From an optimization exercise on the open Yosys and OpenROAD flow, aimed at small area; shortcuts taken in it are not production practice.
Function was checked by simulation only, so behaviour that the tests miss may differ from the original.
The flow treats the clock pin as an ideal source, which a real chip does not have.
Power figures rest on the tool's default switching activity, not on a simulated workload.

== ember ==
// seg_595_dynamic
module seg_595_dynamic
(
    input   wire        sys_clk     ,
    input   wire        sys_rst_n   ,
    input   wire [19:0] data        ,
    input   wire [5:0]  point       ,
    input   wire        sign        ,
    input   wire        seg_en      ,
    output  reg         ds          ,
    output  reg         shcp        ,
    output  wire        stcp        ,
    output  wire        oe
);
reg     [15:0]  tm      ;
reg             flag    ;    
reg     [3:0]   u       ;    
reg     [3:0]   cb      ;    
wire    [1:0]   cnt     = tm[1:0];
wire            tm_end  = (tm == 16'd49_999);
always@(posedge sys_clk or negedge sys_rst_n)
    if(sys_rst_n == 1'b0)
        tm <= 16'd0;
    else if(tm_end)
        tm <= 16'd0;
    else
        tm <= tm + 16'd1;
always@(posedge sys_clk or negedge sys_rst_n)
    if(sys_rst_n == 1'b0)
        flag <= 1'b0;
    else
        flag <= tm_end;
always@(posedge sys_clk or negedge sys_rst_n)
    if(sys_rst_n == 1'b0)
        u <= 4'd0;
    else if(cnt == 2'd3)
        u <= (u == 4'd10) ? 4'd0 : u + 4'd1;
always@(posedge sys_clk or negedge sys_rst_n)
    if(sys_rst_n == 1'b0)
        cb <= 4'd0;
    else if(cnt == 2'd3)
        cb <= (cb == 4'd13) ? 4'd0 : cb + 4'd1;
wire    s_load  = (u == 4'd0)  && (cnt == 2'd1);   
wire    s_done  = (u == 4'd10) && (cnt == 2'd2);   
wire    s_read  = (u == 4'd10) && (cnt == 2'd3);   
wire    s_conv  = (u != 4'd0)  && (u <= 4'd5);     
reg     [23:0]  W       ;
reg             conv    ;
wire            ld_ok   = (data != 20'd0) && (data != 20'd1_000_000);
reg     [23:0]  A       ;
integer         k       ;
always@(*) begin
    A = W;
    for(k = 0; k < 5; k = k + 1)
        if((u > k) && (W[4*k +: 4] > 4'd4))
            A[4*k +: 4] = W[4*k +: 4] + 4'd3;
    if((u == 4'd5) && (cnt == 2'd3) && (W[22:20] > 3'd4))
        A[22:20] = W[22:20] + 3'd3;
end
always@(posedge sys_clk)
  ...
Size: about 490 cells after synthesis, about 34 I/O pins.
clock: 5.0 ns
lec_check: 0
cap_margin: 20
core_margin: 2
core_utilization: 40
slew_margin: 20
run.sh (not shown) runs the stock make flow with config.mk's settings and CLKGATE_MAP_FILE= SYNTH_SCRIPT=/design/flow/synth_recipe.tcl, a recipe that flattens the netlist after the stock synthesis.
Changes in onyx relative to ember:
- an added CTS_BUF_LIST of sky130_fd_sc_hd__clkbuf_8
- an added CTS_CLUSTER_DIAMETER of 100
- an added CTS_CLUSTER_SIZE of 40
## What came out
onyx went all the way through synthesis, placement and routing and the layout is clean on timing, DRC and antenna.
The via total after detailed routing of ember and that of onyx are within noise of each other.
The clock-buffer cell count number comes out higher for ember vs onyx.
onyx against ember; detailed-routing wirelength on met1 is up slightly.
What nickel does differently from onyx at the input level:
- CTS_CLUSTER_SIZE changed from 40 to 100
- CTS_BUF_LIST changed from sky130_fd_sc_hd__clkbuf_8 to sky130_fd_sc_hd__clkbuf_16
- CTS_CLUSTER_DIAMETER changed from 100 to 500
## What came out
- Power ended up about 11% higher on nickel than on onyx.
- In the flow results for nickel and onyx, the clock buffer instance count of the final layout is larger on nickel.
- Routed wire length of onyx is on par with nickel.
- nickel vs onyx: final design instance area without fill up in nickel
- Between onyx and nickel, final critical path time including I/O delays and setup decreased.
- Taking onyx as the reference, in nickel fmax increased by about 1% relative to the old numbers; worst setup slack shows an increase of 0.027 ns; net load switching power went up; global-route usage ~0 delta; met1 wire length lower.
- The sequential power was comparable across nickel and onyx.

========
The RTL this note starts from:
==> flow/design.v <==
module seg_595_dynamic
(
    input   wire        sys_clk     ,
    input   wire        sys_rst_n   ,
    input   wire [19:0] data        ,
    input   wire [5:0]  point       ,
    input   wire        sign        ,
    input   wire        seg_en      ,
    output  reg         ds          ,
    output  reg         shcp        ,
    output  wire        stcp        ,
    output  wire        oe
);
reg     [1:0]   j       ;
reg     [15:0]  lf      ;
reg             flag    ;    
reg     [3:0]   u       ;    
reg     [3:0]   cb      ;    
wire            ph0     = ~j[1] & ~j[0];
wire            ph1     = ~j[1] &  j[0];
wire            ph2     =  j[1] &  j[0];
wire            ph3     =  j[1] & ~j[0];
wire            tm_end  = (lf == 16'h1af2);
always@(posedge sys_clk or negedge sys_rst_n)
    if(sys_rst_n == 1'b0)
        j <= 2'b00;
    else
        j <= {j[0], ~j[1]};
always@(posedge sys_clk or negedge sys_rst_n)
    if(sys_rst_n == 1'b0)
        lf <= 16'h35e4;
    else
        lf <= {lf[14:0], lf[15] ^ lf[13] ^ lf[12] ^ lf[10] ^ tm_end};
always@(posedge sys_clk or negedge sys_rst_n)
    if(sys_rst_n == 1'b0)
        flag <= 1'b0;
    else
        flag <= tm_end;
always@(posedge sys_clk or negedge sys_rst_n)
    if(sys_rst_n == 1'b0)
        u <= 4'd0;
    else if(ph3)
        u <= (u == 4'd10) ? 4'd0 : u + 4'd1;
always@(posedge sys_clk or negedge sys_rst_n)
    if(sys_rst_n == 1'b0)
        cb <= 4'd0;
    else if(ph3)
        cb <= (cb == 4'd13) ? 4'd0 : cb + 4'd1;
wire    s_load  = (u == 4'd0)  && (ph1);   
wire    s_done  = (u == 4'd10) && (ph2);   
wire    s_read  = (u == 4'd10) && (ph3);   
wire    s_conv  = (u != 4'd0)  && (u <= 4'd5);     
reg     [23:0]  W       ;
reg             conv    ;
wire            ld_ok   = (data != 20'd0) && (data != 20'd1_000_000);
wire    [23:0]  A       ;
wire    [4:0]   ge      = {u > 4'd4, u > 4'd3, u > 4'd2, u > 4'd1, u > 4'd0};
genvar n;
generate for(n = 0; n < 5; n = n + 1) begin: a3
    wire [3:0] d = W[4*n +: 4];
    wire       e = ge[n];
    assign A[4*n+3] = d[3] | (e & d[2] & (d[1] | d[0]));
    assign A[4*n+2] = (d[2] & ~(e & (d[1] | d[0]))) | (e & d[3] & d[0]);
    assign A[4*n+1] = (d[1] & ~(e & d[2] & ~d[0])) | (e & d[3] & ~d[0]);
    assign A[4*n+0] = (d[0] & ~(e & (d[2] | d[3]))) | (e & ~d[0] & (d[3] | (d[2] & d[1])));
end endgenerate
wire            e5      = (u == 4'd5) && (ph3);
assign A[20]    = W[20] & ~(e5 & W[22]);
assign A[21]    = W[21];
assign A[22]    = W[22] & ~(e5 & W[20]);
assign A[23]    = W[23];
always@(posedge sys_clk)
    if(s_load)
        conv <= ld_ok;
always@(posedge sys_clk)
    if(s_load && ld_ok)
        W <= {data, 4'b0};
    else if(s_conv && conv)
        W <= {A[22:0], A[23]};
reg     [2:0]   rlv     ;
wire    [5:0]   wnz     ;
genvar g;
generate for(g = 0; g < 6; g = g + 1) begin: nzg
    assign wnz[g] = |W[4*g +: 4];
end endgenerate
always@(posedge sys_clk or negedge sys_rst_n)
    if(sys_rst_n == 1'b0)
        rlv <= 3'd0;
    else if(s_done)
        rlv <= !conv   ? 3'd0 :
               wnz[5]  ? 3'd6 :
               wnz[4]  ? 3'd5 :
               wnz[3]  ? 3'd4 :
               wnz[2]  ? 3'd3 :
               wnz[1]  ? 3'd2 : 3'd1;
reg     [2:0]   lv      ;
reg             sg      ;
reg             zr      ;
wire    [2:0]   plv     = point[5] ? 3'd6 :
                          point[4] ? 3'd5 :
                          point[3] ? 3'd4 :
                          point[2] ? 3'd3 :
                          point[1] ? 3'd2 : 3'd0;
wire            hold    = (rlv == 3'd0) && (plv == 3'd0);
always@(posedge sys_clk or negedge sys_rst_n)
    if(sys_rst_n == 1'b0) begin
        lv <= 3'd6;
        zr <= 1'b1;
    end else if(!hold) begin
        lv <= (rlv > plv) ? rlv : plv;
        zr <= (rlv == 3'd0);
    end
always@(posedge sys_clk)
    if(!hold)
        sg <= sign;
reg     [2:0]   q       ;
wire    [2:0]   c       = (q == 3'd6) ? 3'd0 : q;
reg     [3:0]   S       ;    
reg     [3:0]   data_disp;
reg             dot_disp;
always@(posedge sys_clk or negedge sys_rst_n)
    if(sys_rst_n == 1'b0)
        q <= 3'd6;
    else if(flag)
        q <= (q == 3'd5) ? 3'd0 : (q == 3'd6) ? 3'd1 : q + 3'd1;
always@(posedge sys_clk)
    if(s_read)
        S <= W[4*c +: 4];
always@(posedge sys_clk or negedge sys_rst_n)
    if(sys_rst_n == 1'b0)
        data_disp <= 4'd0;
    else if(seg_en && flag)
        data_disp <= (c < lv)            ? (zr ? 4'd0 : S) :
                     ((c == lv) && sg)   ? 4'd14 : 4'd15;
always@(posedge sys_clk or negedge sys_rst_n)
    if(sys_rst_n == 1'b0)
        dot_disp <= 1'b1;
    else if(flag)
        dot_disp <= ~point[c];
reg     [7:0]   seg     ;
always@(*)
    case(data_disp)
        4'd0:   seg = {dot_disp,7'b100_0000};
        4'd1:   seg = {dot_disp,7'b111_1001};
        4'd2:   seg = {dot_disp,7'b010_0100};
        4'd3:   seg = {dot_disp,7'b011_0000};
        4'd4:   seg = {dot_disp,7'b001_1001};
        4'd5:   seg = {dot_disp,7'b001_0010};
        4'd6:   seg = {dot_disp,7'b000_0010};
        4'd7:   seg = {dot_disp,7'b111_1000};
        4'd8:   seg = {dot_disp,7'b000_0000};
        4'd9:   seg = {dot_disp,7'b001_0000};
        4'd14:  seg = 8'b1011_1111;
        default:seg = 8'b1111_1111;
    endcase
reg     [5:0]   sel     ;
always@(*)
    case(q)
        3'd0:   sel = 6'b100_000;
        3'd1:   sel = 6'b000_001;
        3'd2:   sel = 6'b000_010;
        3'd3:   sel = 6'b000_100;
        3'd4:   sel = 6'b001_000;
        3'd5:   sel = 6'b010_000;
        default:sel = 6'b000_000;
    endcase
wire    [13:0]  sdata   = {seg[0],seg[1],seg[2],seg[3],seg[4],seg[5],seg[6],seg[7],sel};
always@(posedge sys_clk or negedge sys_rst_n)
    if(sys_rst_n == 1'b0)
        ds <= 1'b0;
    else if(ph0)
        ds <= sdata[cb];
always@(posedge sys_clk or negedge sys_rst_n)
    if(sys_rst_n == 1'b0)
        shcp <= 1'b0;
    else
        shcp <= j[1];
assign stcp = (cb == 4'd0) && j[0];
assign oe   = 1'b0;
endmodule
export LEC_CHECK = 0
export CAP_MARGIN = 20
export CORE_MARGIN = 2
export CORE_UTILIZATION = 40
export SLEW_MARGIN = 20
create_clock -name core_clock -period 5.0 [get_ports {sys_clk}]
standard.sh (not shown) runs the stock make flow with config.mk's settings and CLKGATE_MAP_FILE= SYNTH_SCRIPT=/design/flow/synth_recipe.tcl, a recipe that flattens the netlist after the stock synthesis.
==> flow/flow/run.sh <==
#!/bin/bash
# Own layout flow: the standard ORFS flow with
#  - input/output port buffers of the smallest buffer cell,
#  - clock tree synthesis without dummy loads, from clkbuf_8 buffers,
#  - after placement resizing, every cell set to the smallest-area variant of
#    its function (later repair steps upsize again where timing needs it).
# Each tool's output goes to the ORFS logs under orfs/logs; make's own output
# goes to flow_make.log here.
set -euo pipefail
W=$(pwd)
export BUFFER_PORTS_ARGS="-buffer_cell sky130_fd_sc_hd__buf_1"
export CTS_ARGS="-sink_clustering_enable -repair_clock_nets -dont_use_dummy_load -buf_list sky130_fd_sc_hd__clkbuf_4"
export POST_RESIZE_TCL="$W/flow/downsize.tcl"
export POST_FLOORPLAN_TCL="$W/flow/restructure.tcl"
export POST_CTS_TCL="$W/flow/clkfix.tcl"
bash standard.sh > "$W/flow_make.log" 2>&1
==> flow/flow/clkfix.tcl <==
# Upsize clock tree leaf buffers that drive many flip-flops, to keep the
# slew at the flip-flop clock pins well below the limit.
set block [ord::get_db_block]
set n 0
foreach inst [$block getInsts] {
  if {[[$inst getMaster] getName] ne "sky130_fd_sc_hd__clkbuf_4"} { continue }
  set net [[$inst findITerm X] getNet]
  if {$net eq "NULL"} { continue }
  set loads [expr {[llength [$net getITerms]] - 1}]
  if {$loads >= 10} {
    replace_cell [$inst getName] sky130_fd_sc_hd__clkbuf_8
    incr n
  }
}
puts "clkfix: upsized $n clock buffers"
if {$n > 0} {
  detailed_placement
  check_placement -verbose
}
==> flow/flow/restructure.tcl <==
# Re-map the combinational logic for area with OpenROAD's restructure (ABC).
file mkdir [file join $::env(OBJECTS_DIR) rmp]
set lib [lindex $::env(LIB_FILES) 0]
restructure -target area -liberty_file $lib \
  -tielo_port sky130_fd_sc_hd__conb_1/LO -tiehi_port sky130_fd_sc_hd__conb_1/HI \
  -work_dir [file join $::env(OBJECTS_DIR) rmp] -abc_logfile [file join $::env(LOG_DIR) rmp_abc.log]
Other scripts of this flow, unchanged in this note and not shown: flow/flow/downsize.tcl
Change:
--- a/flow/flow/run.sh
+++ b/flow/flow/run.sh
@@ -11,6 +11,5 @@
 export BUFFER_PORTS_ARGS="-buffer_cell sky130_fd_sc_hd__buf_1"
-export CTS_ARGS="-sink_clustering_enable -repair_clock_nets -dont_use_dummy_load -buf_list sky130_fd_sc_hd__clkbuf_4"
+export CTS_ARGS="-sink_clustering_enable -repair_clock_nets -dont_use_dummy_load -buf_list sky130_fd_sc_hd__clkbuf_16 -sink_buffer_max_cap_derate 4"
 export POST_RESIZE_TCL="$W/flow/downsize.tcl"
 export POST_FLOORPLAN_TCL="$W/flow/restructure.tcl"
-export POST_CTS_TCL="$W/flow/clkfix.tcl"
 bash standard.sh > "$W/flow_make.log" 2>&1
removed: flow/flow/clkfix.tcl
This time the run ended with an error in 4_1_cts.
Synthesized cell count does not change.
Synthesized area does not change.
Change:
--- a/flow/flow/run.sh
+++ b/flow/flow/run.sh
@@ -11,3 +11,3 @@
 export BUFFER_PORTS_ARGS="-buffer_cell sky130_fd_sc_hd__buf_1"
-export CTS_ARGS="-sink_clustering_enable -repair_clock_nets -dont_use_dummy_load -buf_list sky130_fd_sc_hd__clkbuf_16 -sink_buffer_max_cap_derate 4"
+export CTS_ARGS="-sink_clustering_enable -repair_clock_nets -dont_use_dummy_load -buf_list sky130_fd_sc_hd__clkbuf_4 -sink_clustering_size 10 -sink_clustering_max_diameter 60"
 export POST_RESIZE_TCL="$W/flow/downsize.tcl"
What happened: The changed run finished with timing, DRC and antenna clean; synthesized cell count is unchanged; synthesized area stays the same.
Change:
--- a/flow/flow/run.sh
+++ b/flow/flow/run.sh
@@ -11,3 +11,3 @@
 export BUFFER_PORTS_ARGS="-buffer_cell sky130_fd_sc_hd__buf_1"
-export CTS_ARGS="-sink_clustering_enable -repair_clock_nets -dont_use_dummy_load -buf_list sky130_fd_sc_hd__clkbuf_4 -sink_clustering_size 10 -sink_clustering_max_diameter 60"
+export CTS_ARGS="-sink_clustering_enable -repair_clock_nets -dont_use_dummy_load -buf_list sky130_fd_sc_hd__clkbuf_8 -sink_buffer_max_cap_derate 2"
 export POST_RESIZE_TCL="$W/flow/downsize.tcl"
What happened: The changed run did not get past 4_1_cts. Synthesized area does not change. Synthesized cell count stays the same.
Change:
--- a/flow/flow/run.sh
+++ b/flow/flow/run.sh
@@ -11,3 +11,3 @@
 export BUFFER_PORTS_ARGS="-buffer_cell sky130_fd_sc_hd__buf_1"
-export CTS_ARGS="-sink_clustering_enable -repair_clock_nets -dont_use_dummy_load -buf_list sky130_fd_sc_hd__clkbuf_8 -sink_buffer_max_cap_derate 2"
+export CTS_ARGS="-sink_clustering_enable -repair_clock_nets -dont_use_dummy_load -buf_list sky130_fd_sc_hd__clkbuf_4"
 export POST_RESIZE_TCL="$W/flow/downsize.tcl"
--- a/flow/flow/restructure.tcl
+++ b/flow/flow/restructure.tcl
@@ -1,3 +1,2 @@
 # Re-map the combinational logic for area with OpenROAD's restructure (ABC).
-file mkdir [file join $::env(OBJECTS_DIR) rmp]
 set lib [lindex $::env(LIB_FILES) 0]
Outcome:
- Now the flow did not get past 2_1_floorplan, error RMP-0003
- synthesized cell count is unchanged
- area after synthesis stays the same

## separate check: timing with driven ports
In the flow no input, the clock included, has a driving cell. The finished layouts below were timed again as built, in two steps.
Step 1: set_driving_cell puts a clkbuf_16 on sys_clk and a buf_2 on each other input, an assumption about the parent block.
Step 2, shift: input delay + t, output delay - t, t = (earliest + latest rising clock arrival at the registers) / 2. This alone moves slack from input paths to output paths.
Three values: ideal ports, drivers, drivers and shift; two values: the first two.
run	shift t [ns]	setup slack, ns	cell pins on the clock port's net
ember	0.366	2.174 / 2.134 / 1.831	1
onyx	0.377	2.147 / 2.115 / 1.841	1
nickel	0.366	2.174 / 2.134 / 1.831	1
the first run of note 2	0.427	1.833 / 1.833 / 1.791	1
the third run of note 2	0.429	1.859 / 1.859 / 1.810	1
After both steps every run listed still meets setup and hold.
